Background: an optimization exercise with open tools, aiming at small area and a short achievable clock period. Do not read the settings as production practice. Function was checked by simulation only, so behaviour that the tests miss may differ from the original. Power is estimated from default activity; no workload was simulated.

==> design/flow/design.v <==
`timescale 1ns / 1ps
module FIFO(clk, rst, wr_en, rd_en, buf_in, buf_out, buf_empty, buf_full, fifo_counter);
input clk, rst, wr_en, rd_en;
input [7:0] buf_in;
output [7:0] buf_out;
output buf_empty, buf_full;
output [6:0] fifo_counter;
reg [7:0] buf_out;
reg buf_empty, buf_full;
reg [6:0] fifo_counter;
reg [7:0] mem [0:63];
reg [7:0] sel_lo, sel_hi;
wire do_wr = wr_en & ~buf_full;
wire do_rd = rd_en & ~buf_empty;
wire inc = do_wr & ~do_rd;
wire dec = do_rd & ~do_wr;
integer i;
always @(posedge clk) begin
    if (do_wr) begin
        mem[0] <= buf_in;
        for (i = 1; i < 64; i = i + 1)
            mem[i] <= mem[i-1];
    end
end
wire [7:0] lo0, hi0;
fifo_dec3 u_dlo (.a(fifo_counter[2:0]), .y(lo0));
fifo_dec3 u_dhi (.a(fifo_counter[5:3]), .y(hi0));
wire [7:0] lo_up = {lo0[6:0], lo0[7]};
wire [7:0] lo_dn = {lo0[0], lo0[7:1]};
wire [7:0] hi_up = lo0[7] ? {hi0[6:0], hi0[7]} : hi0;
wire [7:0] hi_dn = lo0[0] ? {hi0[0], hi0[7:1]} : hi0;
always @(posedge clk) begin
    sel_lo <= inc ? lo_up : dec ? lo_dn : lo0;
    sel_hi <= inc ? hi_up : dec ? hi_dn : hi0;
end
wire [7:0] grp [0:7];
genvar g;
generate
    for (g = 0; g < 8; g = g + 1) begin : gm
        fifo_mux8 u_m (.sel(sel_lo),
            .d0(mem[(g*8+0+63)%64]), .d1(mem[(g*8+1+63)%64]), .d2(mem[(g*8+2+63)%64]), .d3(mem[(g*8+3+63)%64]),
            .d4(mem[(g*8+4+63)%64]), .d5(mem[(g*8+5+63)%64]), .d6(mem[(g*8+6+63)%64]), .d7(mem[(g*8+7+63)%64]),
            .y(grp[g]));
    end
endgenerate
wire [7:0] out_next;
fifo_mux9 u_mt (.sel(sel_hi & {8{do_rd}}), .hold(~do_rd),
    .d0(grp[0]), .d1(grp[1]), .d2(grp[2]), .d3(grp[3]),
    .d4(grp[4]), .d5(grp[5]), .d6(grp[6]), .d7(grp[7]), .d8(buf_out),
    .y(out_next));
always @(posedge clk or posedge rst) begin
    if (rst)
        buf_out <= 8'd0;
    else
        buf_out <= out_next;
end
always @(posedge clk or posedge rst) begin
    if (rst) begin
        fifo_counter <= 7'd0;
        buf_empty <= 1'b1;
        buf_full <= 1'b0;
    end else begin
        if (inc) begin
            fifo_counter <= fifo_counter + 7'd1;
            buf_empty <= 1'b0;
            buf_full <= (fifo_counter == 7'd63);
        end else if (dec) begin
            fifo_counter <= fifo_counter - 7'd1;
            buf_empty <= (fifo_counter == 7'd1);
            buf_full <= 1'b0;
        end
    end
end
endmodule
module fifo_dec3(a, y);
input [2:0] a;
output [7:0] y;
assign y = 8'd1 << a;
endmodule
module fifo_mux8(sel, d0, d1, d2, d3, d4, d5, d6, d7, y);
input [7:0] sel;
input [7:0] d0, d1, d2, d3, d4, d5, d6, d7;
output [7:0] y;
assign y = ({8{sel[0]}} & d0) | ({8{sel[1]}} & d1) | ({8{sel[2]}} & d2) | ({8{sel[3]}} & d3)
         | ({8{sel[4]}} & d4) | ({8{sel[5]}} & d5) | ({8{sel[6]}} & d6) | ({8{sel[7]}} & d7);
endmodule
module fifo_mux9(sel, hold, d0, d1, d2, d3, d4, d5, d6, d7, d8, y);
input [7:0] sel;
input hold;
input [7:0] d0, d1, d2, d3, d4, d5, d6, d7, d8;
output [7:0] y;
assign y = ({8{sel[0]}} & d0) | ({8{sel[1]}} & d1) | ({8{sel[2]}} & d2) | ({8{sel[3]}} & d3)
         | ({8{sel[4]}} & d4) | ({8{sel[5]}} & d5) | ({8{sel[6]}} & d6) | ({8{sel[7]}} & d7)
         | ({8{hold}} & d8);
endmodule
==> design/flow/run.sh <==
#!/bin/bash
# synth_recipe.tcl (not shown) runs the flow's synth.tcl, then flattens the netlist and writes it again
# the make line also repeats each setting of config.mk as NAME=value (left out here)
make -C /OpenROAD-flow-scripts/flow DESIGN_CONFIG=/design/flow/config.mk WORK_HOME=/design/flow/orfs CLKGATE_MAP_FILE= SYNTH_SCRIPT=/design/flow/synth_recipe.tcl finish
==> design/flow/config.mk <==
export PLATFORM = sky130hd
export DESIGN_NAME = FIFO
export DESIGN_NICKNAME = FIFO
export VERILOG_FILES = /design/flow/design.v
export SDC_FILE = /design/flow/constraint.sdc
export NUM_CORES = 4
export LEC_CHECK = 0
export CAP_MARGIN = 20
export CORE_MARGIN = 2
export CORE_UTILIZATION = 55
export SETUP_SLACK_MARGIN = 2.9
export SLEW_MARGIN = 20
export SYNTH_HIERARCHICAL = 1
export SYNTH_MINIMUM_KEEP_SIZE = 0
==> design/flow/constraint.sdc <==
create_clock -name core_clock -period 5.0 [get_ports {clk}]
set_input_delay 1.0000 -clock core_clock [delete_from_list [all_inputs] [get_ports {clk}]]
set_output_delay 1.0000 -clock core_clock [all_outputs]
set_load 0.01 [all_outputs]
==> out/results.txt, run 1 <==
PwrDens -> 553 nW/um^2
Synthesized cell area -> 20500 um^2
# clock sinks -> 545
Top_reg_cell synth -> edfxtp_1
Num CTS Buffers -> 53
Cells after Synth -> 1116
Register area share after synthesis -> 0.786
Vias in the first global route -> 10835
NumNets Final -> 1181
Worst skew pair latency -> 0.60 ns
Worst setup SP type -> flop
Ant diodes -> 0
Vias per cell -> 6.53
Routed Antenna Nets -> 0
IO Pins -> 29
Comb pwr share -> 0.237
Overall via count from detail_route -> 10922
Post-route minimum period -> 2.23 ns
Slowest stage delay, CP -> 0.54 ns
First-pass GRT wire length -> 67200 um
DR iter-0 viols -> 1187
Syn-to-layout area delta -> 12.3%
Unrepaired setup endpoints after global routing -> yes
CP Max Fanout -> 2
Fillers -> 2564
Synth unique cells -> 39
HPWL after detailed placement -> 22400 um
Ranking of synthesized cells by instance count -> 512 x edfxtp_1, 240 x a22oi_1, 66 x nand4_1
Critical Path, Cell by Cell -> buf_6
Largest area contributor in the netlist -> edfxtp_1
Die extent in x -> 197 um
Switching part of the total -> 0.308
Crit path buffers/inverters -> 1
Ranking of synthesized cells by area -> edfxtp_1 75%, a22oi_1 8.8%, buf_6 2.4%
Final Slew Violations -> 0
Largest net degree at the start of global routing -> 184
Register bit count reported by yosys -> 545
Initial antenna violation count -> 0
Switching power -> 3.92 mW
Post-route DRC -> 0
Initial Util -> 0.559
TritonCTS clock tree -> built
Slew HR -> 0.308
DR WL/cell -> 26.6 um
Gpl congestion -> 0.757
CTS H-tree depth -> 2
Num rows -> 70
WP data required -> 4.00 ns
Synth Warn # -> 9
Synth top area share -> 0.750
Clock Tree Buf Depth -> 3
Measured slew at the worst slew-check pin -> 1.04 ns
Final Hold Fails -> 0
All-Layer GR Usage -> 0.231
Die ar. -> 38900 um^2
Slowest cell on crit path -> dfstp_2
Total gr overflow -> 0
Max Freq -> 448 MHz
Mapped Nets -> 1133
Leakage -> 7.61 nW
Average cell area after synthesis -> 18.4 um^2
Non-Filler Instances -> 1673
Drt first pass iters -> 6
Layout cells sized above 1 -> 0.178
Sequential power share -> 0.459
CP endpoint kind -> output pin
Multi-input gate area -> 3800 um^2
Clock group share of total power -> 0.304
Critical path class -> flop to output pin
Finished Core Util -> 0.628
Pre-CTS worst setup slack -> 1.30 ns
Most frequent cell after synthesis -> edfxtp_1
CTS root buf -> clkbuf_16
Core area -> 36700 um^2
Inst Count DP -> 1545
Clock Skews -> 0.0168 ns
Detailed Route WL -> 44500 um
CP top delay family -> flip-flops
Int Pwr -> 8.82 mW
Setup-failing EPs final -> 0
Worst vdd ir -> 286 uV
Reg area -> 16100 um^2
Period utilization -> 0.447
CTS Hold Bufs -> 0
Crit path DAT -> 1.23 ns
Worst hold path type -> flop to flop
Die Y-Extent -> 197 um
EDFF count, synth -> 512
Clock transition at path regs -> 0.06 ns
Port Buffer Count -> 28
FFs w/ async S/R, synth -> 0.0312
Max-cap viol count -> 0
Post-route worst setup slack -> 2.77 ns
Outcome -> timing/DRC/antenna clean
-- final cells by class --
type,instances,area share
timing repair buffer,76,0.0354
tap,468,0.0254
multi-input combinational,482,0.165
clock buffer,63,0.0592
clock inverter,33,0.0129
inverter,6,0.00130
sequential,545,0.701
-- per-layer routing --
metal | vias up | GRT usage | part of all wire | wire length (um)
li1 | 4769 | - | - | -
met1 | 5638 | 0.347 | 0.45 | 19900
met2 | 443 | 0.344 | 0.46 | 20300
met3 | 72 | 0.0449 | 0.073 | 3270
met4 | 0 | 0.0744 | 0.024 | 1060
met5 | - | 0 | 0 | 0
-- flip-flops by register name (all words and copies together), names as in the netlist --
name          flops
sel_hi            8
buf_empty         1
buf_out           8
buf_full          1
sel_lo            8
fifo_counter      7
mem             512
-- final timing paths --
check	startpoint	to	slack, ns	cells past startpoint
setup / recovery	buf_empty	buf_empty	2.77	1
hold / removal	mem[52][5]	mem[53][5]	0.44	0
setup reg to reg	buf_full	mem[20][5]	2.96	5
hold reg to reg	mem[52][5]	mem[53][5]	0.44	0
max in group asynchronous	rst	buf_out[0]	3.33	2
min in group asynchronous	rst	buf_out[3]	0.96	2
-- placed cells by master (no fill, tap or decap), types with 9 or more instances in the layout --
cell type,n
a21oi_1,10
a22oi_1,240
clkinv_1,18
clkdlybuf4s50_1,9
clkbuf_16,55
buf_4,30
nand2_1,13
nand3_1,10
a22oi_2,24
nand4_1,66
clkbuf_1,10
buf_6,16
o21ai_1,9
edfxtp_1,512
mux2i_1,17
and3_1,10
-- per-module statistics from Yosys, one instance, submodules excluded --
module     cells inside  flops+latches  copies in the design  area [um^2]
fifo_mux8            48              0                     8          379
fifo_mux9            49              0                     1          423
FIFO                667            545                     1        16900
fifo_dec3             8              0                     2         65.1
-- logic make-up (layout without fill, tap and decap cells) --
group                      Yosys count  count (layout)  share of synthesized area
DFF                                545             545                      0.786
muxes                               17              17                    0.00830
buffers and inverters               89             178                     0.0354
AOI/OAI and AO/OA                  319             319                      0.125
and+or+nand+nor                    134             134                     0.0397
xor gates and xnor gates             7               7                    0.00299
adders and majority gates            5               5                    0.00305
-- repair_timing --
| action | in CTS | in global routing |
|---|---|---|
| gates cloned | 0 | 2 |
| endpoints found under the setup margin | 562 | 211 |
| pin swaps | 4 | 0 |
| setup buffers | 22 | 8 |
| gates resized for setup | 114 | 9 |
-- power by group through the flow --
stage                     combinational (mW)  clock (mW)  sequential, mW
after floorplan                         2.05           0            5.83
after global placement                  2.71           0            6.01
after detailed placement                2.71           0            6.01
after CTS                               2.93        3.94            5.86
after global routing                    3.27        4.10            5.89
final                                   3.02        3.87            5.85
-- metrics by stage --
stage | hold slack [ns] | TNS [ns] | instance area [um^2] | power (mW)
detailed placement | 0.433 | 0 | 21000 | 8.72
global placement | 0.428 | 0 | 21000 | 8.72
CTS | 0.437 | 0 | 22900 | 12.7
floorplan | 0.427 | -2251.09 | 20600 | 7.88
finish | 0.444 | 0 | 23000 | 12.7
global route | 0.446 | 0 | 23000 | 13.3
==> inputs of run 2 (changes only) <==
--- a/design/flow/config.mk
+++ b/design/flow/config.mk
@@ -9,4 +9,7 @@
 export CORE_MARGIN = 2
 export CORE_UTILIZATION = 55
+export CTS_BUF_LIST = sky130_fd_sc_hd__clkbuf_8
+export CTS_CLUSTER_DIAMETER = 60
+export CTS_CLUSTER_SIZE = 14
 export SETUP_SLACK_MARGIN = 2.9
 export SLEW_MARGIN = 20
==> run 2 against run 1 <==
Net effect: still clean on timing, DRC and antenna; combinational power down 1%; core utilization down 2.3 points; setup slack worse by 0.035 ns; final cell count down 1.2%; register-to-register slack better by 0.02 ns; clock skew up 0.0055 ns; non-clock buffer count down 3; critical endpoint unchanged.
==> out/results.txt, run 2 <==
Die Y-Extent -> 197 um (unchanged)
Leakage -> 7.32 nW (-3.8%)
Most frequent cell after synthesis -> edfxtp_1
Vias in the first global route -> 10711 (-1.1%)
Worst hold path type -> flop to flop
Cells after Synth -> 1116 (unchanged)
EDFF count, synth -> 512 (unchanged)
Clock Tree Buf Depth -> 3 (unchanged)
Port Buffer Count -> 28 (unchanged)
FFs w/ async S/R, synth -> 0.0312 (unchanged)
Clock transition at path regs -> 0.09 ns (+0.03 ns)
Largest area contributor in the netlist -> edfxtp_1
Finished Core Util -> 0.605 (-0.0232)
HPWL after detailed placement -> 22400 um (unchanged)
Detailed Route WL -> 44700 um (+0.32%)
IO Pins -> 29 (unchanged)
Overall via count from detail_route -> 10814 (-0.99%)
Max Freq -> 441 MHz (-1.5%)
Max-cap viol count -> 0 (unchanged)
Mux cell area share after synthesis -> 0.00830 (unchanged)
Die ar. -> 38900 um^2 (unchanged)
Num CTS Buffers -> 45 (-15%)
First-pass GRT wire length -> 67100 um (about the same)
Post-route minimum period -> 2.27 ns (+0.0350 ns)
Slowest stage delay, CP -> 0.55 ns (about the same)
Period utilization -> 0.454 (+0.00700)
Worst setup SP type -> flop
Compound-Gate Fraction of Synth Area -> 0.125 (unchanged)
Register bit count reported by yosys -> 545 (unchanged)
Worst skew pair latency -> 0.63 ns (+0.03 ns)
Tot Pwr -> 11.1 mW (-13%)
Ranking of synthesized cells by instance count -> 512 x edfxtp_1, 240 x a22oi_1, 66 x nand4_1
Final Hold Fails -> 0 (unchanged)
Unrepaired setup endpoints after global routing -> yes
Largest family of logic cells by synthesized area -> compound AO/OA/AOI/OAI gates
Initial Util -> 0.559 (unchanged)
Vias per cell -> 6.54 (+0.21%)
DR WL/cell -> 27.0 um (+1.5%)
WP data required -> 4.00 ns (about the same)
Die extent in x -> 197 um (unchanged)
Slew HR -> 0.303 (-0.00543)
All-Layer GR Usage -> 0.232 (+0.000681)
CTS root buf -> clkbuf_8
Layout cells sized above 1 -> 0.164 (-0.0139)
Final Slew Violations -> 0 (unchanged)
Max FFs per register -> 512 (unchanged)
Register area share after synthesis -> 0.786 (unchanged)
Simple-gate share of the synthesized area -> 0.0397 (unchanged)
Post-route DRC -> 0 (unchanged)
Syn-to-layout area delta -> 8.17%
CP endpoint kind -> output pin
Slowest cell on crit path -> dfstp_2
Ranking of synthesized cells by area -> edfxtp_1 75%, a22oi_1 8.8%, buf_6 2.4%
Critical Path, Cell by Cell -> buf_6
Measured slew at the worst slew-check pin -> 1.04 ns (+0.00813 ns)
PwrDens -> 502 nW/um^2 (-9.2%)
Routed Antenna Nets -> 0 (unchanged)
Average cell area after synthesis -> 18.4 um^2 (unchanged)
TritonCTS clock tree -> built
Most frequent cells in the layout -> 512 x edfxtp_1, 240 x a22oi_1, 66 x nand4_1
Hold slack final -> 0.447 ns (+0.00309 ns)
CP top delay family -> flip-flops
Synth Warn # -> 9 (unchanged)
Critical path class -> flop to output pin
Largest Register -> mem
Mapped Nets -> 1133 (unchanged)
Synth Area in Adders -> 0.00305 (unchanged)
Commonest non-fill, non-tap cell in the layout -> edfxtp_1
CP Max Fanout -> 2 (unchanged)
Core area -> 36700 um^2 (unchanged)
Crit path DAT -> 1.27 ns (+0.04 ns)
Total gr overflow -> 0 (unchanged)
Setup-failing EPs final -> 0 (unchanged)
Outcome -> timing/DRC/antenna clean
Drt first pass iters -> 5 (-1)
Xor/xnor cell area share of the yosys netlist -> 0.00299 (unchanged)
Worst vdd ir -> 269 uV (-5.8%)
Synth top area share -> 0.750 (unchanged)
DR iter-0 viols -> 1142 (-3.8%)
Synthesized cell area -> 20500 um^2 (unchanged)
Gpl congestion -> 0.757 (unchanged)
NumNets Final -> 1170 (-0.93%)
Crit path buffers/inverters -> 1 (unchanged)
Ant diodes -> 0 (unchanged)
Largest net degree at the start of global routing -> 93 (-49%)
Fillers -> 2691 (+5.0%)
Synth unique cells -> 39 (unchanged)
Initial antenna violation count -> 0 (unchanged)
# clock sinks -> 545 (unchanged)
Top_reg_cell synth -> edfxtp_1
Num rows -> 70 (unchanged)
CTS H-tree depth -> 2 (unchanged)
Clock Skews -> 0.0223 ns (+0.00552 ns)
[run 2: cell type report]
class                      count  area (um^2)  share of cell area
clock buffer                  45          619              0.0279
clock inverter                34          159             0.00716
inverter                       6         30.0             0.00135
multi-input combinational    482         3790               0.171
sequential                   545        16100               0.728
tap                          468          586              0.0264
timing repair buffer          73          852              0.0384
[run 2: worst paths after layout]
| path | startpoint | cells after the start | slack (ns) | to |
|---|---|---|---|---|
| min reg2reg | mem[24][7] | 0 | 0.45 | mem[25][7] |
| max reg2reg | buf_full | 6 | 2.98 | mem[17][2] |
| min | mem[24][7] | 0 | 0.45 | mem[25][7] |
| max | buf_empty | 1 | 2.73 | buf_empty |
| max in group asynchronous | rst | 2 | 3.37 | buf_out[0] |
| min in group asynchronous | rst | 2 | 0.92 | buf_out[4] |
[run 2: where the power goes]
group | switching [mW] | internal [mW] | total (mW) | leakage [nW]
Combinational | 1.81 | 1.17 | 2.98 | 1.48
Sequential | 0.421 | 5.42 | 5.84 | 5.34
Clock | 1.42 | 0.897 | 2.32 | 0.503
Total | 3.65 | 7.49 | 11.1 | 7.32
[run 2: metrics by stage]
stage	setup TNS [ns]	area, um^2	std cells	worst slack [ns]
after floorplan	-2251.09	20600	1116	-4.93
after global placement	0	21000	1545	1.40
after detailed placement	0	21000	1545	1.30
after CTS	0	22000	1640	2.68
after global routing	0	22200	1653	2.68
final	0	22200	1653	2.73
[run 2: routing by layer]
metal / part of all wire / GRT usage / wire length, um
met1: 0.45 / 0.354 / 20200
met2: 0.45 / 0.346 / 20300
met3: 0.073 / 0.0410 / 3250
met4: 0.021 / 0.0668 / 934
met5: 0 / 0 / 0
[run 2: cell families after synthesis]
family | Yosys count
adder cells (fa/ha/maj) | 5
AO/OA/AOI/OAI | 319
buffers and inverters | 89
multiplexers | 17
flip-flops | 545
AND/OR/NAND/NOR | 134
XOR/XNOR | 7
[run 2: timing repair]
action	CTS	global route
gates cloned	2	3
hold buffers	0	0
buffers inserted	14	10
pin swaps	0	5
resized for setup	112	15
setup endpoints to repair	554	480
[run 2: modules after synthesis, one instance, submodules excluded]
module,cell area [um^2],copies in the design,flops+latches
fifo_dec3,65.1,2,0
fifo_mux9,423,1,0
fifo_mux8,379,8,0
FIFO,16900,1,545
==> inputs of run 3 (changes only) <==
--- a/design/flow/config.mk
+++ b/design/flow/config.mk
@@ -9,7 +9,7 @@
 export CORE_MARGIN = 2
 export CORE_UTILIZATION = 55
-export CTS_BUF_LIST = sky130_fd_sc_hd__clkbuf_8
-export CTS_CLUSTER_DIAMETER = 60
-export CTS_CLUSTER_SIZE = 14
+export CTS_BUF_LIST = sky130_fd_sc_hd__clkbuf_16
+export CTS_CLUSTER_DIAMETER = 100
+export CTS_CLUSTER_SIZE = 30
 export SETUP_SLACK_MARGIN = 2.9
 export SLEW_MARGIN = 20
==> run 3 against run 2 <==
Net effect: still clean on timing, DRC and antenna; via count hardly changed; clock power shrank 6%; hold slack improved by 0.0057 ns; total power fell by 0.49%; highest routed layer unchanged.
==> out/results.txt, run 3 <==
Outcome -> timing/DRC/antenna clean
Critical path class -> flop to output pin
Clock Skews -> 0.0332 ns (+0.0109 ns)
Final Hold Fails -> 0 (unchanged)
Final Slew Violations -> 0 (unchanged)
Finished Core Util -> 0.605 (about the same)
Tot Pwr -> 11.1 mW (-0.49%)
Setup TNS -> 0 ns (unchanged)
Slew HR -> 0.310 (+0.00682)
Initial antenna violation count -> 0 (unchanged)
Largest net degree at the start of global routing -> 184 (+98%)
Worst skew pair latency -> 0.57 ns (-0.06 ns)
Measured slew at the worst slew-check pin -> 1.03 ns (-0.0102 ns)
Comb pwr share -> 0.277 (+0.009)
Unrepaired setup endpoints after global routing -> yes
Port Buffer Count -> 28 (unchanged)
HPWL after detailed placement -> 22400 um (unchanged)
Ant diodes -> 0 (unchanged)
Inst Count DP -> 1545 (unchanged)
Register area share after synthesis -> 0.786 (unchanged)
Average cell area after synthesis -> 18.4 um^2 (unchanged)
Detailed Route WL -> 44600 um (about the same)
# clock sinks -> 545 (unchanged)
Max-cap viol count -> 0 (unchanged)
Switching power -> 3.59 mW (-1.6%)
Total gr overflow -> 0 (unchanged)
Post-route minimum period -> 2.21 ns (-0.0543 ns)
Switching part of the total -> 0.324 (-0.00379)
Top_reg_cell synth -> edfxtp_1
Register bit count reported by yosys -> 545 (unchanged)
Num CTS Buffers -> 22 (-51%)
IO Pins -> 29 (unchanged)
EDFF count, synth -> 512 (unchanged)
Int Pwr -> 7.49 mW (about the same)
First-pass GRT wire length -> 65600 um (-2.2%)
PwrDens -> 500 nW/um^2 (-0.51%)
Slowest cell on crit path -> dfstp_2
Overall via count from detail_route -> 10804 (-0.092%)
CTS Hold Bufs -> 0 (unchanged)
Die extent in x -> 197 um (unchanged)
DR iter-0 viols -> 1302 (+14%)
DR WL/cell -> 27.5 um (+1.6%)
WP data required -> 4.00 ns (about the same)
Core area -> 36700 um^2 (unchanged)
Synthesized cell area -> 20500 um^2 (unchanged)
Largest Register -> mem
Clock group share of total power -> 0.198 (-0.010)
All-Layer GR Usage -> 0.223 (-0.00844)
Worst hold path type -> flop to flop
Non-Filler Instances -> 1626 (-1.6%)
Leakage -> 7.27 nW (-0.69%)
Num rows -> 70 (unchanged)
Most frequent cells in the layout -> 512 x edfxtp_1, 240 x a22oi_1, 66 x nand4_1
Commonest non-fill, non-tap cell in the layout -> edfxtp_1
Synth top area share -> 0.750 (unchanged)
Die Y-Extent -> 197 um (unchanged)
Drt first pass iters -> 6 (+1)
Sequential power share -> 0.525 (about the same)
Crit path DAT -> 1.21 ns (-0.06 ns)
Synth unique cells -> 39 (unchanged)
Ranking of synthesized cells by instance count -> 512 x edfxtp_1, 240 x a22oi_1, 66 x nand4_1
Ranking of synthesized cells by area -> edfxtp_1 75%, a22oi_1 8.8%, buf_6 2.4%
Hold slack final -> 0.453 ns (+0.00567 ns)
NumNets Final -> 1159 (-0.94%)
Worst setup SP type -> flop
Initial Util -> 0.559 (unchanged)
Worst vdd ir -> 330 uV (+23%)
Gpl congestion -> 0.757 (unchanged)
CTS root buf -> clkbuf_16
TritonCTS clock tree -> built
Setup-failing EPs final -> 0 (unchanged)
Largest area contributor in the netlist -> edfxtp_1
Clock transition at path regs -> 0.12 ns (+0.03 ns)
CP endpoint kind -> output pin
Crit path buffers/inverters -> 1 (unchanged)
Slowest stage delay, CP -> 0.56 ns (about the same)
Vias in the first global route -> 10474 (-2.2%)
Mapped Nets -> 1133 (unchanged)
Syn-to-layout area delta -> 8.19% (about the same)
CP Max Fanout -> 2 (unchanged)
Max Freq -> 452 MHz (+2.5%)
Cells after Synth -> 1116 (unchanged)
Period utilization -> 0.443 (-0.0109)
FFs w/ async S/R, synth -> 0.0312 (unchanged)
Die ar. -> 38900 um^2 (unchanged)
CTS H-tree depth -> 1 (-1)
Critical Path, Cell by Cell -> buf_6
Most frequent cell after synthesis -> edfxtp_1
Post-route DRC -> 0 (unchanged)
Layout cells sized above 1 -> 0.159 (-0.00482)
Vias per cell -> 6.64 (+1.6%)
Synth Warn # -> 9 (unchanged)
Routed Antenna Nets -> 0 (unchanged)
CP top delay family -> flip-flops
Clock Tree Buf Depth -> 3 (unchanged)
Max FFs per register -> 512 (unchanged)
## run 3: routing by layer
metal,wire [um],track usage,up-vias
met2,20800,0.342,407
met4,674,0.0476,0
met3,3000,0.0265,40
met5,0,0,-
met1,20200,0.349,5652
li1,-,-,4705
## run 3: timing repair
action                                  in CTS  in global routing
buffers inserted                            19                 16
resized for setup                          114                 19
pin swaps                                    0                  7
gates cloned                                 0                  6
endpoints found under the setup margin     562                556
## run 3: path summary, 6_finish.rpt
kind                       slack (ns)               to  cells past startpoint       start
max in group asynchronous        3.30  fifo_counter[4]                      2         rst
min reg2reg                      0.45       mem[61][5]                      0  mem[60][5]
min                              0.45       mem[61][5]                      0  mem[60][5]
min in group asynchronous        0.98  fifo_counter[2]                      2         rst
max                              2.79        buf_empty                      1   buf_empty
max reg2reg                      3.01       buf_out[0]                      7   sel_lo[0]
## run 3: modules after synthesis (local to each module, per instance)
module | copies in the design | cell area (um^2)
fifo_dec3 | 2 | 65.1
fifo_mux9 | 1 | 423
fifo_mux8 | 8 | 379
FIFO | 1 | 16900
## run 3: power groups by stage
stage          Combinational [mW]  Sequential (mW)  Clock (mW)
2_1_floorplan                2.05             5.83           0
6_report                     3.07             5.82        2.19
4_1_cts                      2.91             5.85        2.25
5_1_grt                      3.33             5.87        2.39
3_5_place_dp                 2.71             6.01           0
3_3_place_gp                 2.71             6.01           0
## run 3: cell families (layout without fill, tap and decap cells)
| logic type | Yosys count | after routing | synth area share |
|---|---|---|---|
| AO/OA/AOI/OAI | 319 | 319 | 0.125 |
| XOR/XNOR | 7 | 7 | 0.00299 |
| adder cells (fa/ha/maj) | 5 | 5 | 0.00305 |
| buffers and inverters | 89 | 131 | 0.0354 |
| flip-flops | 545 | 545 | 0.786 |
| multiplexers | 17 | 17 | 0.00830 |
| AND/OR/NAND/NOR | 134 | 134 | 0.0397 |
## run 3: stage by stage
step                      setup slack (ns)  cell area, um^2
final                                 2.79            22200
after global routing                  2.73            22200
after CTS                             2.70            21800
after detailed placement              1.30            21000
after global placement                1.40            21000
after floorplan                      -4.93            20600
## run 3: layout make-up
type | count | area (um^2)
inverter | 6 | 30.0
timing repair buffer | 85 | 957
fill | 2639 | 14500
multi-input combinational | 482 | 3800
clock buffer | 23 | 576
sequential | 545 | 16200
clock inverter | 17 | 90.1
tap | 468 | 586
==> inputs of run 4 (changes only) <==
--- a/design/flow/config.mk
+++ b/design/flow/config.mk
@@ -11,6 +11,6 @@
 export CTS_BUF_LIST = sky130_fd_sc_hd__clkbuf_16
 export CTS_CLUSTER_DIAMETER = 100
-export CTS_CLUSTER_SIZE = 30
-export SETUP_SLACK_MARGIN = 2.9
+export CTS_CLUSTER_SIZE = 24
+export SETUP_SLACK_MARGIN = 3.1
 export SLEW_MARGIN = 20
 export SYNTH_HIERARCHICAL = 1
==> run 4 against run 3 <==
Net effect: still clean; final cell count is 1.1% higher; sequential share of layout area is 1.0 points lower; core utilization is 0.85 points higher; register-to-register slack better by 0.12 ns; largest power group unchanged; highest routed layer unchanged.
==> out/results.txt, run 4 <==
Outcome -> timing/DRC/antenna clean
Largest Register -> mem
Max Freq -> 451 MHz (about the same)
Final Hold Fails -> 0 (unchanged)
Ranking of synthesized cells by instance count -> 512 x edfxtp_1, 240 x a22oi_1, 66 x nand4_1
Synth Warn # -> 9 (unchanged)
Synth unique cells -> 39 (unchanged)
Tot Pwr -> 11.3 mW (+2.0%)
Comb pwr share -> 0.279 (+0.002)
Ant diodes -> 0 (unchanged)
CP top delay family -> flip-flops
Overall via count from detail_route -> 10779 (-0.23%)
Worst skew pair latency -> 0.58 ns (about the same)
Initial antenna violation count -> 0 (unchanged)
Final Slew Violations -> 0 (unchanged)
Int Pwr -> 7.67 mW (+2.3%)
GR Util met1 -> 0.360 (+0.0106)
Register area share after synthesis -> 0.786 (unchanged)
HPWL after detailed placement -> 22400 um (about the same)
Detailed Route WL -> 45100 um (+0.97%)
PwrDens -> 502 nW/um^2 (+0.56%)
Initial Util -> 0.559 (unchanged)
Drt first pass iters -> 5 (-1)
Period utilization -> 0.443 (about the same)
Layout cells sized above 1 -> 0.172 (+0.0129)
Unrepaired setup endpoints after global routing -> yes
Total gr overflow -> 0 (unchanged)
Switching power -> 3.64 mW (+1.3%)
Commonest non-fill, non-tap cell in the layout -> edfxtp_1
Mapped Nets -> 1133 (unchanged)
DR WL/cell -> 27.4 um (-0.14%)
CP endpoint kind -> output pin
Synth top area share -> 0.750 (unchanged)
Ranking of synthesized cells by area -> edfxtp_1 75%, a22oi_1 8.8%, buf_6 2.4%
Die Y-Extent -> 197 um (unchanged)
Vias per cell -> 6.56 (-1.3%)
GR Util met3 -> 0.0300 (+0.00359)
Crit path buffers/inverters -> 1 (unchanged)
TritonCTS clock tree -> built
Most frequent cell after synthesis -> edfxtp_1
Final instance area -> 22500 um^2 (+1.4%)
Pre-CTS worst setup slack -> 1.11 ns (-0.190 ns)
Largest area contributor in the netlist -> edfxtp_1
IO Pins -> 29 (unchanged)
Critical path class -> flop to output pin
NumNets Final -> 1173 (+1.2%)
First-pass GRT wire length -> 66900 um (+2.0%)
Clock group share of total power -> 0.205 (+0.007)
Synthesized cell area -> 20500 um^2 (unchanged)
Gpl congestion -> 0.744 (-1.7%)
Fillers -> 2640 (+0.038%)
Most frequent cells in the layout -> 512 x edfxtp_1, 239 x a22oi_1, 66 x nand4_1
Max FFs per register -> 512 (unchanged)
Sequential power share -> 0.515 (-0.010)
Core area -> 36700 um^2 (unchanged)
Num CTS Buffers -> 26 (+18%)
EDFF count, synth -> 512 (unchanged)
Switching part of the total -> 0.322 (-0.00226)
Register bit count reported by yosys -> 545 (unchanged)
Slew HR -> 0.556 (+0.247)
FFs w/ async S/R, synth -> 0.0312 (unchanged)
Leakage -> 7.42 nW (+2.1%)
Syn-to-layout area delta -> 9.71%
Slowest cell on crit path -> dfstp_2
Die ar. -> 38900 um^2 (unchanged)
Routed Antenna Nets -> 0 (unchanged)
Slowest stage delay, CP -> 0.55 ns (about the same)
Measured slew at the worst slew-check pin -> 0.662 ns (-0.372 ns)
Average cell area after synthesis -> 18.4 um^2 (unchanged)
Num rows -> 70 (unchanged)
CP Max Fanout -> 2 (unchanged)
Area of placed instances -> 20900 um^2 (about the same)
Clock Tree Buf Depth -> 3 (unchanged)
Multi-input gate area -> 3810 um^2 (+0.36%)
Crit path DAT -> 1.22 ns (about the same)
Worst hold path type -> flop to flop
Worst setup SP type -> flop
Die extent in x -> 197 um (unchanged)
CTS root buf -> clkbuf_16
Busiest layer in global routing -> met1
WP data required -> 4.00 ns (about the same)
Top_reg_cell synth -> edfxtp_1
Cells after Synth -> 1116 (unchanged)
Port Buffer Count -> 28 (unchanged)
CTS H-tree depth -> 1 (unchanged)
Vias in the first global route -> 10498 (+0.23%)
Post-route worst setup slack -> 2.78 ns (-0.00140 ns)
Post-route minimum period -> 2.22 ns (+0.00140 ns)
DR iter-0 viols -> 966 (-26%)
Clock Skews -> 0.0233 ns (-0.00990 ns)
All-Layer GR Usage -> 0.230 (+0.00676)
Reg area -> 16200 um^2 (about the same)
Critical Path, Cell by Cell -> buf_6
Max-cap viol count -> 0 (unchanged)
Post-route DRC -> 0 (unchanged)
Largest net degree at the start of global routing -> 104 (-43%)
GR Util met2 -> 0.349 (+0.00733)
Worst vdd ir -> 344 uV (+4.2%)
# clock sinks -> 545 (unchanged)
Setup-failing EPs final -> 0 (unchanged)
Clock transition at path regs -> 0.10 ns (-0.02 ns)
-- run 4: final timing paths --
kind                       startpoint          to  slack (ns)  depth (start not counted)
hold reg to reg            mem[40][3]  mem[41][3]        0.45                          0
max in group asynchronous         rst   buf_empty        3.64                          3
hold / removal             mem[40][3]  mem[41][3]        0.45                          0
setup / recovery            buf_empty   buf_empty        2.78                          1
setup reg to reg            buf_empty  buf_out[7]        3.13                          6
min in group asynchronous         rst  buf_out[2]        0.76                          2
-- run 4: area by class of cell --
class	count	area share
flip-flops and latches	545	0.718
multi-input cells	482	0.169
repair buffers	94	0.0517
clock buffers	26	0.0289
well taps	468	0.0260
clock inverters	22	0.00445
inverters	6	0.00133
repair inverters	1	0.000222
-- run 4: cell families after synthesis --
group	synth area share
AOI/OAI and AO/OA	0.125
xor gates and xnor gates	0.00299
adders and majority gates	0.00305
buffers and inverters	0.0354
DFF	0.786
muxes	0.00830
and+or+nand+nor	0.0397
-- run 4: timing repair --
item,CTS,global route
hold endpoints to repair,0,0
buffers inserted,30,10
pin swaps,4,5
cloned,8,0
endpoints found under the setup margin,562,145
hold buffers,0,0
resized for setup,139,16
-- run 4: power groups by stage --
| stage | clock network (mW) | registers [mW] | logic [mW] |
|---|---|---|---|
| 6_report | 2.32 | 5.82 | 3.16 |
| 5_1_grt | 2.52 | 5.87 | 3.40 |
| 4_1_cts | 2.39 | 5.86 | 3.00 |
| 3_5_place_dp | 0 | 6.02 | 2.66 |
| 3_3_place_gp | 0 | 6.03 | 2.64 |
| 2_1_floorplan | 0 | 5.83 | 2.05 |
-- run 4: layer usage --
metal  wire (um)  up-vias  part of all wire
met5           0        -                 0
li1            -     4752                 -
met1       20400     5578              0.45
met2       20300      395              0.45
met3        3340       54             0.074
met4         974        0             0.022
-- run 4: per-module statistics from Yosys (local to each module, per instance) --
module,cells inside,flops+latches
fifo_dec3,8,0
fifo_mux9,49,0
fifo_mux8,48,0
FIFO,667,545
-- run 4: per-stage QoR --
| step | hold WS (ns) | setup TNS [ns] | std cells | utilization |
|---|---|---|---|---|
| CTS | 0.453 | 0 | 1633 | 0.608 |
| global route | 0.459 | 0 | 1644 | 0.613 |
| global placement | 0.429 | 0 | 1547 | 0.571 |
| floorplan | 0.427 | -2251.09 | 1116 | - |
| finish | 0.455 | 0 | 1644 | 0.613 |
| detailed placement | 0.433 | 0 | 1547 | 0.571 |
==> inputs of run 5 (changes only) <==
--- a/design/flow/design.v
+++ b/design/flow/design.v
@@ -7,10 +7,12 @@
 output [6:0] fifo_counter;
 reg [7:0] buf_out;
-reg buf_empty, buf_full;
+reg buf_full;
+reg not_empty;             
+wire buf_empty = ~not_empty;
 reg [6:0] fifo_counter;
 reg [7:0] mem [0:63];
 reg [7:0] sel_lo, sel_hi;
 wire do_wr = wr_en & ~buf_full;
-wire do_rd = rd_en & ~buf_empty;
+wire do_rd = rd_en & not_empty;
 wire inc = do_wr & ~do_rd;
 wire dec = do_rd & ~do_wr;
@@ -58,14 +60,14 @@
     if (rst) begin
         fifo_counter <= 7'd0;
-        buf_empty <= 1'b1;
+        not_empty <= 1'b0;
         buf_full <= 1'b0;
     end else begin
         if (inc) begin
             fifo_counter <= fifo_counter + 7'd1;
-            buf_empty <= 1'b0;
+            not_empty <= 1'b1;
             buf_full <= (fifo_counter == 7'd63);
         end else if (dec) begin
             fifo_counter <= fifo_counter - 7'd1;
-            buf_empty <= (fifo_counter == 7'd1);
+            not_empty <= (fifo_counter != 7'd1);
             buf_full <= 1'b0;
         end
--- a/design/flow/config.mk
+++ b/design/flow/config.mk
@@ -11,6 +11,6 @@
 export CTS_BUF_LIST = sky130_fd_sc_hd__clkbuf_16
 export CTS_CLUSTER_DIAMETER = 100
-export CTS_CLUSTER_SIZE = 24
-export SETUP_SLACK_MARGIN = 3.1
+export CTS_CLUSTER_SIZE = 30
+export SETUP_SLACK_MARGIN = 2.9
 export SLEW_MARGIN = 20
 export SYNTH_HIERARCHICAL = 1
==> run 5 against run 4 <==
Net effect: sequential cell count unchanged; critical endpoint is now buf_full; first-iteration DRC count increased by 27%; global-route usage decreased by 0.46 points; synthesized cell count decreased by 0.54%.
==> out/results.txt, run 5 <==
Outcome -> timing/DRC/antenna clean
NumNets Final -> 1149 (-2.0%)
Busiest layer in global routing -> met1
Commonest non-fill, non-tap cell in the layout -> edfxtp_1
Overall via count from detail_route -> 10807 (+0.26%)
Ranking of synthesized cells by instance count -> 512 x edfxtp_1, 240 x a22oi_1, 66 x nand4_1
Worst hold path type -> flop to flop
CTS root buf -> clkbuf_16
Unrepaired setup endpoints after global routing -> yes
Largest net degree at the start of global routing -> 79 (-24%)
Core area -> 36600 um^2 (-0.24%)
All-Layer GR Usage -> 0.225 (-0.00462)
Simple-gate share of the synthesized area -> 0.0387 (-0.00106)
Most frequent cells in the layout -> 512 x edfxtp_1, 240 x a22oi_1, 66 x nand4_1
Drt first pass iters -> 7 (+2)
Max-cap viol count -> 0 (unchanged)
Measured slew at the worst slew-check pin -> 0.962 ns (+0.300 ns)
PwrDens -> 496 nW/um^2 (-1.4%)
Clock Tree Buf Depth -> 3 (unchanged)
CP endpoint kind -> output pin
Setup-failing EPs final -> 0 (unchanged)
IO Pins -> 29 (unchanged)
Worst vdd ir -> 403 uV (+17%)
Largest Register -> mem
Port Buffer Count -> 28 (unchanged)
CTS H-tree depth -> 1 (unchanged)
Syn-to-layout area delta -> 8.09%
Routed Antenna Nets -> 0 (unchanged)
Num rows -> 70 (unchanged)
Max Freq -> 450 MHz (-0.22%)
CP Max Fanout -> 2 (unchanged)
GR Util met3 -> 0.0335 (+0.00341)
Clock transition at path regs -> 0.11 ns (about the same)
DR WL/cell -> 27.3 um (-0.61%)
Critical path class -> flop to output pin
Synth Area in Adders -> 0.00305 (about the same)
Switching power -> 3.54 mW (-2.7%)
Die ar. -> 38800 um^2 (about the same)
Layout cells sized above 1 -> 0.153 (-0.0185)
Post-route DRC -> 0 (unchanged)
GR Util met1 -> 0.356 (-0.00393)
Most frequent cell after synthesis -> edfxtp_1
Mux cell area share after synthesis -> 0.00830 (about the same)
Num CTS Buffers -> 22 (-15%)
Synth unique cells -> 38 (-2.6%)
Final Slew Violations -> 0 (unchanged)
DR iter-0 viols -> 1225 (+27%)
Detailed Route WL -> 44000 um (-2.3%)
Max FFs per register -> 512 (unchanged)
Vias per cell -> 6.69 (+2.0%)
Total gr overflow -> 0 (unchanged)
Worst setup SP type -> flop
Synth top area share -> 0.750 (about the same)
Post-route minimum period -> 2.22 ns (+0.00488 ns)
Synthesized cell area -> 20500 um^2 (about the same)
Ant diodes -> 0 (unchanged)
Compound-Gate Fraction of Synth Area -> 0.125 (+0.000366)
FFs w/ async S/R, synth -> 0.0312 (unchanged)
Final Hold Fails -> 0 (unchanged)
GR Util met2 -> 0.340 (-0.00929)
Area of placed instances -> 21000 um^2 (+0.20%)
Initial antenna violation count -> 0 (unchanged)
TritonCTS clock tree -> built
Initial Util -> 0.560 (+0.000790)
Cells after Synth -> 1110 (-0.54%)
WP data required -> 4.00 ns (about the same)
Register bit count reported by yosys -> 545 (unchanged)
Ranking of synthesized cells by area -> edfxtp_1 75%, a22oi_1 8.8%, buf_6 2.3%
Die Y-Extent -> 197 um (about the same)
CTS Hold Bufs -> 0 (unchanged)
Leakage -> 7.25 nW (-2.4%)
HPWL after detailed placement -> 22500 um (+0.57%)
Crit path DAT -> 1.22 ns (about the same)
Sequential power share -> 0.538 (+0.023)
# clock sinks -> 545 (unchanged)
EDFF count, synth -> 512 (unchanged)
Synth Warn # -> 9 (unchanged)
Gpl congestion -> 0.741 (-0.43%)
Int Pwr -> 7.44 mW (-3.0%)
Non-Filler Instances -> 1616 (-1.7%)
Setup TNS -> 0 ns (unchanged)
First-pass GRT wire length -> 65700 um (-1.9%)
Period utilization -> 0.444 (+0.000976)
Vias in the first global route -> 10474 (-0.23%)
Die extent in x -> 197 um (about the same)
Largest area contributor in the netlist -> edfxtp_1
Average cell area after synthesis -> 18.5 um^2 (+0.44%)
Xor/xnor cell area share of the yosys netlist -> 0.00299 (about the same)
Mapped Nets -> 1127 (-0.53%)
Comb pwr share -> 0.261 (-0.018)
Switching part of the total -> 0.323 (+0.000772)
Slew HR -> 0.358 (-0.198)
Inst Count DP -> 1545 (-0.13%)
Top_reg_cell synth -> edfxtp_1
Worst skew pair latency -> 0.57 ns (about the same)
Final instance area -> 22100 um^2 (-1.6%)
Register area share after synthesis -> 0.787 (about the same)
Finished Core Util -> 0.605 (-0.00817)
Hold slack final -> 0.427 ns (-0.0280 ns)
Clock Skews -> 0.0304 ns (+0.00704 ns)
Largest family of logic cells by synthesized area -> compound AO/OA/AOI/OAI gates
Clock group share of total power -> 0.201 (-0.004)
==> run 5: through the flow <==
step / setup WS [ns] / total power, mW
detailed placement: 1.17 / 8.70
finish: 2.78 / 11.0
global placement: 1.18 / 8.71
global route: 2.71 / 11.4
floorplan: -5.36 / 7.85
CTS: 2.76 / 11.0
==> run 5: final timing paths <==
check | start | slack, ns | to | cells past startpoint
min in group asynchronous | rst | 0.93 | fifo_counter[6] | 2
hold reg to reg | mem[60][7] | 0.43 | mem[61][7] | 0
hold / removal | mem[60][7] | 0.43 | mem[61][7] | 0
setup / recovery | buf_full | 2.78 | buf_full | 2
max in group asynchronous | rst | 3.41 | buf_out[1] | 2
setup reg to reg | not_empty | 2.83 | fifo_counter[5] | 9
==> run 5: cell families (layout without fill, tap and decap cells) <==
logic type	count (synthesis)	count (layout)
DFF	545	545
muxes	17	17
adders and majority gates	5	5
and+or+nand+nor	128	128
AOI/OAI and AO/OA	319	319
buffers and inverters	89	127
xor gates and xnor gates	7	7
==> run 5: per-layer routing <==
metal | vias to the layer above | wire length [um]
met5 | - | 0
met4 | 0 | 757
met3 | 45 | 3130
met2 | 398 | 19900
met1 | 5676 | 20300
li1 | 4688 | -
==> run 5: area by class of cell <==
type | instances | area [um^2]
flip-flops and latches | 545 | 16200
multi-input cells | 476 | 3740
repair buffers | 80 | 970
fillers | 2695 | 14500
inverters | 7 | 33.8
clock inverters | 17 | 90.1
clock buffers | 23 | 576
well taps | 468 | 586
==> run 5: power groups by stage <==
stage	combinational (mW)	clock, mW	sequential, mW
2_1_floorplan	2.04	0	5.82
3_3_place_gp	2.64	0	6.06
3_5_place_dp	2.65	0	6.06
4_1_cts	2.83	2.26	5.90
5_1_grt	3.09	2.40	5.95
6_report	2.87	2.20	5.91
==> run 5: timing repair <==
item | CTS | global route
endpoints found under the setup margin | 450 | 320
cloned | 4 | 2
endpoints found under the hold margin | 0 | 0
gates resized for setup | 125 | 11
setup buffers | 19 | 6
pin swaps | 4 | 2
==> run 5: worst max-delay path, cell delays in order, from the launching register on <==
cell	delay (ns)
dfrtp_1	0.42
buf_6	0.13
buf_6	0.11
==> run 5: Yosys stat by module (local to each module, per instance) <==
module,times used,flip-flops and latches,area (um^2)
FIFO,1,545,16900
fifo_mux9,1,0,423
fifo_mux8,8,0,379
fifo_dec3,2,0,65.1
==> inputs of run 6 (changes only) <==
--- a/design/flow/config.mk
+++ b/design/flow/config.mk
@@ -6,4 +6,5 @@
 export NUM_CORES = 4
 export LEC_CHECK = 0
+export ABC_AREA = 1
 export CAP_MARGIN = 20
 export CORE_MARGIN = 2
==> run 6 against run 5 <==
Net effect: critical endpoint is now buf_out[0]; via count up 20%; first-iteration DRC count rose by 14%; sequential share of layout area down 3.9 points; still clean.
==> out/results.txt, run 6 <==
Setup-failing EPs final -> 0 (unchanged)
Post-route minimum period -> 2.21 ns (-0.0123 ns)
Drt first pass iters -> 5 (-2)
Largest Register -> mem
Outcome -> timing/DRC/antenna clean
Num rows -> 73 (+4.3%)
Area of placed instances -> 22200 um^2 (+6.0%)
Final Hold Fails -> 0 (unchanged)
Total gr overflow -> 0 (unchanged)
Period utilization -> 0.442 (-0.00246)
Initial antenna violation count -> 2 (+2)
CP endpoint kind -> output pin
Commonest non-fill, non-tap cell in the layout -> nand2_1
Xor/xnor cell area share of the yosys netlist -> 0.00200 (-0.000990)
Worst hold path depth -> 0 (unchanged)
Synth unique cells -> 26 (-32%)
Ant diodes -> 0 (unchanged)
DR iter-0 viols -> 1396 (+14%)
Pre-CTS worst setup slack -> 1.42 ns (+0.257 ns)
CTS Hold Bufs -> 0 (unchanged)
First-pass GRT wire length -> 72200 um (+9.9%)
Final Slew Violations -> 0 (unchanged)
Overall via count from detail_route -> 12916 (+20%)
Worst path depth -> 1 (-1)
Hold slack final -> 0.415 ns (-0.0114 ns)
EDFF count, synth -> 512 (unchanged)
Reg2Reg Depth -> 9 (unchanged)
IO Pins -> 29 (unchanged)
Most frequent cells in the layout -> 970 x nand2_1, 512 x edfxtp_1, 173 x nor2_1
HPWL after detailed placement -> 25400 um (+13%)
NumNets Final -> 1931 (+68%)
Most frequent cell after synthesis -> nand2_1
Leakage -> 8.63 nW (+19%)
Largest net degree at the start of global routing -> 134 (+70%)
Layout cells sized above 1 -> 0.0634 (-0.0899)
Gpl congestion -> 0.803 (+8.4%)
DR WL/cell -> 19.2 um (-30%)
Vias in the first global route -> 12232 (+17%)
PwrDens -> 305 nW/um^2 (-39%)
Slowest cell on crit path -> dfrtp_1
Synth Area in Adders -> 0.00286 (-0.000193)
Mapped Nets -> 1921 (+70%)
Largest area contributor in the netlist -> edfxtp_1
Port Buffer Count -> 28 (unchanged)
Largest family of logic cells by synthesized area -> simple AND/OR/NAND/NOR gates
Max FFs per register -> 512 (unchanged)
Crit path buffers/inverters -> 1 (-1)
Routed Antenna Nets -> 0 (unchanged)
Cells after Synth -> 1904 (+72%)
Register bit count reported by yosys -> 545 (unchanged)
Max-cap viol count -> 0 (unchanged)
Slew HR -> 0.303 (-0.0549)
Worst hold path type -> flop to flop
Register area share after synthesis -> 0.737 (-0.0498)
Simple-gate share of the synthesized area -> 0.202 (+0.164)
Compound-Gate Fraction of Synth Area -> 0.0144 (-0.110)
Measured slew at the worst slew-check pin -> 1.05 ns (+0.0835 ns)
# clock sinks -> 545 (unchanged)
Synthesized cell area -> 21900 um^2 (+6.8%)
CTS root buf -> clkbuf_16
Average cell area after synthesis -> 11.5 um^2 (-38%)
Worst vdd ir -> 260 uV (-36%)
Die Y-Extent -> 203 um (+3.3%)
Detailed Route WL -> 46900 um (+6.5%)
TritonCTS clock tree -> built
Critical path class -> flop to output pin
Core area -> 39500 um^2 (+7.8%)
WP data required -> 4.00 ns (about the same)
Synth Warn # -> 9 (unchanged)
Num CTS Buffers -> 22 (unchanged)
Post-route DRC -> 0 (unchanged)
CP Max Fanout -> 2 (unchanged)
Initial Util -> 0.554 (-0.00532)
Unrepaired setup endpoints after global routing -> yes
Finished Core Util -> 0.593 (-0.0123)
CP top delay family -> flip-flops
Top_reg_cell synth -> edfxtp_1
Die extent in x -> 203 um (+3.3%)
Ranking of synthesized cells by instance count -> 973 x nand2_1, 512 x edfxtp_1, 180 x nor2_1
Clock transition at path regs -> 0.12 ns (about the same)
Setup TNS -> 0 ns (unchanged)
Worst setup SP type -> flop
FFs w/ async S/R, synth -> 0.0312 (unchanged)
Crit path DAT -> 1.21 ns (about the same)
Synth top area share -> 0.703 (-0.0475)
All-Layer GR Usage -> 0.229 (+0.00383)
Syn-to-layout area delta -> 6.91%
Ranking of synthesized cells by area -> edfxtp_1 70%, nand2_1 17%, nor2_1 3.1%
Clock Tree Buf Depth -> 3 (unchanged)
Post-route worst setup slack -> 2.79 ns (+0.0123 ns)
Slowest stage delay, CP -> 0.46 ns (+0.04 ns)
Max Freq -> 453 MHz (+0.56%)
Die ar. -> 41400 um^2 (+6.6%)
Critical Path, Cell by Cell -> buf_2
Vias per cell -> 5.28 (-21%)
Mux cell area share after synthesis -> 0 (-0.00830)
Final instance area -> 23400 um^2 (+5.6%)
CTS H-tree depth -> 1 (unchanged)
Worst skew pair latency -> 0.57 ns (about the same)
Clock Skews -> 0.0379 ns (+0.00749 ns)
run 6: timing repair:
item	CTS	global route
resized for setup	110	13
setup buffers	14	3
pin swaps	2	2
endpoints found under the setup margin	562	34
gates cloned	8	0
run 6: stage by stage:
step                power, mW  instances
floorplan                5.01       1904
global placement         5.02       2390
detailed placement       5.02       2390
CTS                      7.19       2445
global route             7.32       2448
finish                   7.13       2448
run 6: cell families after synthesis:
logic type               Yosys count
XOR/XNOR                           5
adder cells (fa/ha/maj)            5
buffers and inverters            121
flip-flops                       545
AO/OA/AOI/OAI                     57
AND/OR/NAND/NOR                 1171
run 6: worst paths after layout:
path | start | to | slack, ns
max | buf_out[0] | buf_out[0] | 2.79
min | mem[20][0] | mem[21][0] | 0.42
max reg2reg | sel_lo[7] | buf_out[0] | 3.11
min reg2reg | mem[20][0] | mem[21][0] | 0.42
max in group asynchronous | rst | fifo_counter[1] | 3.50
min in group asynchronous | rst | buf_out[1] | 0.90
run 6: power by group:
group	internal (mW)	switching, mW	total, mW	leakage, nW
clock network	0.853	1.36	2.21	0.343
logic	0.00726	0.00561	0.0129	3.72
registers	4.90	0	4.90	4.57
run 6: per-layer routing:
layer	vias to the layer above	GRT usage	part of all wire
met4	2	0.0587	0.021
met5	-	0	0.00023
li1	6248	-	-
met2	346	0.352	0.45
met3	55	0.0404	0.064
met1	6265	0.343	0.47
run 6: final cells by class:
| type | instances | area [um^2] |
|---|---|---|
| Sequential cell | 545 | 16200 |
| Fill cell | 3239 | 16100 |
| Multi-Input combinational cell | 1238 | 4920 |
| Timing Repair Buffer | 67 | 851 |
| Tap cell | 525 | 657 |
| Clock buffer | 23 | 576 |
| Inverter | 40 | 164 |
| Clock inverter | 10 | 63.8 |
run 6: per-module statistics from Yosys, one instance, submodules excluded:
module / cells / cell area [um^2]
FIFO: 713 / 17000
fifo_dec3: 15 / 56.3
fifo_mux8: 128 / 528
fifo_mux9: 137 / 586
==> inputs of run 7 (changes only) <==
--- a/design/flow/config.mk
+++ b/design/flow/config.mk
@@ -6,12 +6,11 @@
 export NUM_CORES = 4
 export LEC_CHECK = 0
-export ABC_AREA = 1
 export CAP_MARGIN = 20
 export CORE_MARGIN = 2
-export CORE_UTILIZATION = 55
+export CORE_UTILIZATION = 72
 export CTS_BUF_LIST = sky130_fd_sc_hd__clkbuf_16
 export CTS_CLUSTER_DIAMETER = 100
 export CTS_CLUSTER_SIZE = 30
-export SETUP_SLACK_MARGIN = 2.9
+export SETUP_SLACK_MARGIN = 2.85
 export SLEW_MARGIN = 20
 export SYNTH_HIERARCHICAL = 1
==> run 7 against run 6 <==
Net effect: sequential share of layout area increased by 4.6 points; total power increased by 52%; register-to-register slack got worse by 0.33 ns; via count decreased by 16%; sequential power increased by 21%; final cell count decreased by 38%; final area decreased by 6.2%; critical endpoint is now fifo_counter[5].
==> out/results.txt, run 7 <==
Outcome -> timing/DRC/antenna clean
Slowest cell on crit path -> or4_4
Ranking of synthesized cells by area -> edfxtp_1 75%, a22oi_1 8.8%, buf_6 2.3%
Hold Path Origin -> mem[60][0]
Initial Util -> 0.733 (+0.179)
Top_reg_cell synth -> edfxtp_1
Mapped Nets -> 1127 (-41%)
CTS root buf -> clkbuf_16
Synth Warn # -> 9 (unchanged)
Cells after Synth -> 1110 (-42%)
Leakage -> 7.21 nW (-16%)
EDFF count, synth -> 512 (unchanged)
CTS Hold Bufs -> 0 (unchanged)
Clock Skews -> 0.0289 ns (-0.00893 ns)
Flop2flop setup slack -> 2.78 ns (-0.33 ns)
Vias per cell -> 7.08 (+34%)
CP Max Fanout -> 4 (+2)
Comb pwr share -> 0.256 (+0.254)
Overall via count from detail_route -> 10807 (-16%)
CP most frequent cell -> or4_4
Synth top area share -> 0.750 (+0.0475)
Largest Register -> mem
Core area -> 27900 um^2 (-29%)
Average cell area after synthesis -> 18.5 um^2 (+61%)
Detailed Route WL -> 41100 um (-12%)
Syn-to-layout area delta -> 7.03%
Synth unique cells -> 38 (+46%)
Port Buffer Count -> 28 (unchanged)
Max Freq -> 449 MHz (-0.90%)
Largest net degree at the start of global routing -> 101 (-25%)
Unrepaired setup endpoints after global routing -> yes
Final Slew Violations -> 0 (unchanged)
CTS H-tree depth -> 1 (unchanged)
Max FFs per register -> 512 (unchanged)
Commonest non-fill, non-tap cell in the layout -> edfxtp_1
Most frequent cells in the layout -> 512 x edfxtp_1, 240 x a22oi_1, 66 x nand4_1
Critical Path, Cell by Cell -> buf_8, and2_4, clkinvlp_4, ha_4, buf_6, or4_4, or4_4, o21ai_2, xor2_1
All-Layer GR Usage -> 0.272 (+0.0426)
Crit path buffers/inverters -> 3 (+2)
Worst hold path depth -> 0 (unchanged)
FFs w/ async S/R, synth -> 0.0312 (unchanged)
Switching power -> 3.44 mW (+150%)
Num rows -> 61 (-16%)
Setup-failing EPs final -> 0 (unchanged)
Worst setup SP type -> input port
Routed Antenna Nets -> 0 (unchanged)
Int Pwr -> 7.41 mW (+29%)
HPWL after detailed placement -> 21700 um (-14%)
Clock Tree Buf Depth -> 3 (unchanged)
Slowest stage delay, CP -> 0.43 ns (-0.03 ns)
Vias in the first global route -> 10479 (-14%)
Non-Filler Instances -> 1526 (-38%)
Drt first pass iters -> 7 (+2)
PwrDens -> 495 nW/um^2 (+62%)
Largest area contributor in the netlist -> edfxtp_1
Die extent in x -> 173 um (-15%)
Crit path DAT -> 2.69 ns (+1.48 ns)
Hold EP -> mem[61][0]
CP top delay family -> simple AND/OR/NAND/NOR gates
Worst vdd ir -> 339 uV (+30%)
Ant diodes -> 0 (unchanged)
TritonCTS clock tree -> built
Origin of the critical flop-to-flop path -> not_empty
Reg2Reg Depth -> 9 (unchanged)
Ranking of synthesized cells by instance count -> 512 x edfxtp_1, 240 x a22oi_1, 66 x nand4_1
First-pass GRT wire length -> 62200 um (-14%)
Tot Pwr -> 10.9 mW (+52%)
Die ar. -> 29800 um^2 (-28%)
Register area share after synthesis -> 0.787 (+0.0498)
Measured slew at the worst slew-check pin -> 0.948 ns (-0.0980 ns)
Clock group share of total power -> 0.198 (-0.112)
Layout cells sized above 1 -> 0.150 (+0.0864)
Die Y-Extent -> 173 um (-15%)
IO Pins -> 29 (unchanged)
Reg2Reg Capture Point -> fifo_counter[5]
WP data required -> 5.46 ns (+1.46 ns)
DR WL/cell -> 26.9 um (+41%)
Final Hold Fails -> 0 (unchanged)
CP endpoint kind -> flop
Critical path class -> input port to flop
Num CTS Buffers -> 22 (unchanged)
Period utilization -> 0.446 (+0.00403)
Worst hold path type -> flop to flop
Clock transition at path regs -> 0.10 ns (-0.02 ns)
Inst Count DP -> 1454 (-39%)
Sequential power share -> 0.546 (-0.142)
Slew HR -> 0.368 (+0.0646)
# clock sinks -> 545 (unchanged)
Synthesized cell area -> 20500 um^2 (-6.3%)
NumNets Final -> 1150 (-40%)
Max-cap viol count -> 0 (unchanged)
Gpl congestion -> 0.797 (-0.73%)
Register bit count reported by yosys -> 545 (unchanged)
Initial antenna violation count -> 0 (-2)
Most frequent cell after synthesis -> edfxtp_1
Switching part of the total -> 0.317 (+0.126)
DR iter-0 viols -> 1448 (+3.7%)
Post-route minimum period -> 2.23 ns (+0.0201 ns)
Post-route DRC -> 0 (unchanged)
Worst skew pair latency -> 0.56 ns (about the same)
Total gr overflow -> 0 (unchanged)
==> run 7: timing repair <==
item / in CTS / in global routing
gates resized for setup: 110 / 19
buffers inserted: 23 / 7
gates cloned: 1 / 2
endpoints found under the setup margin: 513 / 488
pin swaps: 4 / 3
==> run 7: Yosys stat by module (local to each module, per instance) <==
module	cells inside	times used	flip-flops and latches
FIFO	661	1	545
fifo_mux9	49	1	0
fifo_dec3	8	2	0
fifo_mux8	48	8	0
==> run 7: cells by family (layout without fill, tap and decap cells) <==
family | after synthesis | in the layout | synth area share
adders and majority gates | 5 | 5 | 0.00305
buffers and inverters | 89 | 127 | 0.0354
and+or+nand+nor | 128 | 128 | 0.0387
muxes | 17 | 17 | 0.00830
DFF | 545 | 545 | 0.787
xor gates and xnor gates | 7 | 7 | 0.00299
AOI/OAI and AO/OA | 319 | 319 | 0.125
==> run 7: area by class of cell <==
class                           count  area, um^2
Clock buffer                       23         576
Tap cell                          378         473
Fill cell                        1549        6000
Inverter                            7        33.8
Sequential cell                   545       16200
Clock inverter                     16        86.3
Multi-Input combinational cell    476        3740
Timing Repair Buffer               81         868
==> run 7: worst max path at each step <==
stage / start / endpoint / cells past startpoint
2_1_floorplan: wr_en / fifo_counter[5] / 7
3_3_place_gp: rd_en / fifo_counter[5] / 9
3_5_place_dp: rd_en / fifo_counter[5] / 9
4_1_cts: rd_en / fifo_counter[5] / 9
5_1_grt: not_empty / fifo_counter[5] / 9
6_report: rd_en / fifo_counter[5] / 9
==> run 7: power groups by stage <==
stage               combinational, mW  sequential (mW)  clock [mW]
finish                           2.78             5.93        2.15
floorplan                        2.04             5.82           0
CTS                              2.65             5.92        2.19
global placement                 2.48             6.08           0
detailed placement               2.51             6.09           0
global route                     3.00             5.97        2.35
==> run 7: worst reg2reg max path: cells and delay by family, from the launching register on <==
family	cells	cell delay (ns)
flops	1	0.38
compound gates	1	0.07
xor+xnor	1	0.14
buf+inv	3	0.35
fa+ha+maj	1	0.18
simple gates	3	1.02
==> run 7: per-stage QoR <==
step | setup WS, ns | hold slack [ns] | setup TNS (ns) | utilization | instance area (um^2)
floorplan | -5.36 | 0.427 | -2252.24 | - | 20600
global placement | 1.22 | 0.429 | 0 | 0.746 | 20800
detailed placement | 1.19 | 0.434 | 0 | 0.746 | 20800
CTS | 2.70 | 0.460 | 0 | 0.778 | 21700
global route | 2.73 | 0.467 | 0 | 0.785 | 21900
finish | 2.77 | 0.459 | 0 | 0.785 | 21900
==> run 7: metal layers <==
layer | part of all wire | GRT usage | wire [um]
met1 | 0.43 | 0.437 | 17800
met2 | 0.46 | 0.405 | 18700
met3 | 0.087 | 0.0332 | 3590
met4 | 0.024 | 0.0759 | 982
met5 | 0 | 0 | 0
==> inputs of run 8 (changes only) <==
--- a/design/flow/config.mk
+++ b/design/flow/config.mk
@@ -8,5 +8,5 @@
 export CAP_MARGIN = 20
 export CORE_MARGIN = 2
-export CORE_UTILIZATION = 72
+export CORE_UTILIZATION = 65
 export CTS_BUF_LIST = sky130_fd_sc_hd__clkbuf_16
 export CTS_CLUSTER_DIAMETER = 100
@@ -16,2 +16,3 @@
 export SYNTH_HIERARCHICAL = 1
 export SYNTH_MINIMUM_KEEP_SIZE = 0
+export TNS_END_PERCENT = 10
==> run 8 against run 7 <==
Net effect: final cell count is 0.98% higher; sequential power hardly changed; hold slack worse by 0.036 ns; clock power hardly changed; final area is 0.86% lower; highest routed layer unchanged; count of clock-buffer cells in the layout stayed put.
==> out/results.txt, run 8 <==
Port Buffer Count -> 28 (unchanged)
TritonCTS clock tree -> built
Worst hold path type -> flop to flop
Reg2Reg Depth -> 6 (-3)
Crit path DAT -> 2.36 ns (-0.33 ns)
Routed Antenna Nets -> 0 (unchanged)
Max FFs per register -> 512 (unchanged)
Average cell area after synthesis -> 18.5 um^2 (unchanged)
Setup-failing EPs final -> 0 (unchanged)
Clock Skews -> 0.0333 ns (+0.00432 ns)
Post-route minimum period -> 2.17 ns (-0.0599 ns)
Ranking of synthesized cells by instance count -> 512 x edfxtp_1, 240 x a22oi_1, 66 x nand4_1
Detailed Route WL -> 42600 um (+3.7%)
All-Layer GR Usage -> 0.256 (-0.0161)
Clock Tree Buf Depth -> 3 (unchanged)
CTS H-tree depth -> 1 (unchanged)
Synthesized cell area -> 20500 um^2 (unchanged)
Layout cells sized above 1 -> 0.144 (-0.00584)
Core area -> 31300 um^2 (+12%)
Commonest non-fill, non-tap cell in the layout -> edfxtp_1
CP endpoint kind -> flop
EDFF count, synth -> 512 (unchanged)
Unrepaired setup endpoints after global routing -> yes
Critical path class -> flop to flop
Critical Path, Cell by Cell -> buf_4, nand2b_4, clkinvlp_4, buf_4, buf_4, buf_16
CTS Hold Bufs -> 0 (unchanged)
Hold slack final -> 0.422 ns (-0.0364 ns)
Hold Path Origin -> mem[5][7]
Worst skew pair latency -> 0.56 ns (about the same)
CTS root buf -> clkbuf_16
FFs w/ async S/R, synth -> 0.0312 (unchanged)
Vias per cell -> 6.98 (-1.4%)
Flop2flop setup slack -> 2.83 ns (+0.05 ns)
Inst Count DP -> 1481 (+1.9%)
Hold EP -> mem[6][7]
Most frequent cells in the layout -> 512 x edfxtp_1, 240 x a22oi_1, 66 x nand4_1
DR WL/cell -> 27.6 um (+2.6%)
Tot Pwr -> 10.8 mW (-0.28%)
Slew HR -> 0.351 (-0.0168)
Max-cap viol count -> 0 (unchanged)
Max Freq -> 461 MHz (+2.8%)
Synth Warn # -> 9 (unchanged)
CP Max Fanout -> 161 (+157)
Num CTS Buffers -> 22 (unchanged)
Die ar. -> 33000 um^2 (+11%)
Clock transition at path regs -> 0.11 ns (about the same)
Non-Filler Instances -> 1541 (+0.98%)
Post-route DRC -> 0 (unchanged)
Most frequent cell after synthesis -> edfxtp_1
Largest net degree at the start of global routing -> 197 (+95%)
Worst hold path depth -> 0 (unchanged)
Initial Util -> 0.654 (-0.0791)
Die Y-Extent -> 182 um (+5.1%)
Slowest stage delay, CP -> 0.51 ns (+0.08 ns)
Gpl congestion -> 0.755 (-5.2%)
Synth top area share -> 0.750 (unchanged)
Reg2Reg Capture Point -> mem[33][3]
Slowest cell on crit path -> buf_16
NumNets Final -> 1143 (-0.61%)
Outcome -> timing/DRC/antenna clean
WP data required -> 5.19 ns (-0.27 ns)
Period utilization -> 0.434 (-0.0120)
Initial antenna violation count -> 0 (unchanged)
Register area share after synthesis -> 0.787 (unchanged)
Synth unique cells -> 38 (unchanged)
Mapped Nets -> 1127 (unchanged)
Largest Register -> mem
Leakage -> 7.11 nW (-1.3%)
Measured slew at the worst slew-check pin -> 0.973 ns (+0.0252 ns)
Ant diodes -> 0 (unchanged)
Drt first pass iters -> 5 (-2)
run 8: cell counts after synthesis:
Identical to the previous run, type by type.
run 8: layout make-up:
cell class / instances / area (um^2)
Clock buffer: 23 / 576
Clock inverter: 14 / 78.8
Fill cell: 1996 / 9570
Inverter: 7 / 33.8
Multi-Input combinational cell: 476 / 3730
Sequential cell: 545 / 16200
Tap cell: 402 / 503
Timing Repair Buffer: 74 / 668
run 8: timing repair:
action	CTS	global route
endpoints found under the setup margin	561	293
setup buffers	19	3
gates resized for setup	92	16
pin swaps	2	5
cloned	0	1
run 8: per-module statistics from Yosys (local to each module, per instance):
module,cells inside,times used
FIFO,661,1
fifo_mux9,49,1
fifo_mux8,48,8
fifo_dec3,8,2
run 8: critical path, delay by kind of cell, from the launching register on:
family,cells,cell delay [ns]
and+or+nand+nor,1,0.15
DFF,1,0.39
buffers and inverters,5,1.08
run 8: worst max path at each step:
stage / from / end / slack [ns] / cells after the start
CTS: wr_en / fifo_counter[5] / 2.74 / 8
global route: buf_out[3] / buf_out[3] / 2.80 / 1
finish: buf_full / mem[33][3] / 2.83 / 6
detailed placement: rd_en / fifo_counter[5] / 1.18 / 8
global placement: rd_en / fifo_counter[5] / 1.25 / 8
floorplan: wr_en / fifo_counter[5] / -5.36 / 7
run 8: per-layer routing:
layer	wire [um]	GRT usage
met1	19100	0.413
met2	19200	0.374
met5	0	0
met3	3690	0.0497
met4	648	0.0423
run 8: cells by family after synthesis:
group,synth area share
multiplexers,0.00830
AO/OA/AOI/OAI,0.125
buffers and inverters,0.0354
AND/OR/NAND/NOR,0.0387
XOR/XNOR,0.00299
flip-flops,0.787
adder cells (fa/ha/maj),0.00305
run 8: power by group:
group | switching (mW) | leakage, nW | total (mW) | internal [mW]
sequential | 0.524 | 5.34 | 5.94 | 5.41
combinational | 1.64 | 1.41 | 2.72 | 1.09
clock | 1.31 | 0.364 | 2.16 | 0.856
total | 3.47 | 7.11 | 10.8 | 7.36
run 8: stage by stage:
step           cell area [um^2]  utilization  worst slack, ns
2_1_floorplan             20600            -            -5.36
3_3_place_gp              20900        0.667             1.25
3_5_place_dp              20900        0.667             1.18
4_1_cts                   21700        0.691             2.74
5_1_grt                   21700        0.694             2.80
6_report                  21700        0.694             2.83

Setup slack of run 8, layout unchanged: 2.831 ns with ideal ports, 2.788 ns with driving cells assumed (clock clkbuf_16, inputs buf_2), 2.284 ns with port delays also shifted by the 0.595 ns mid clock arrival.
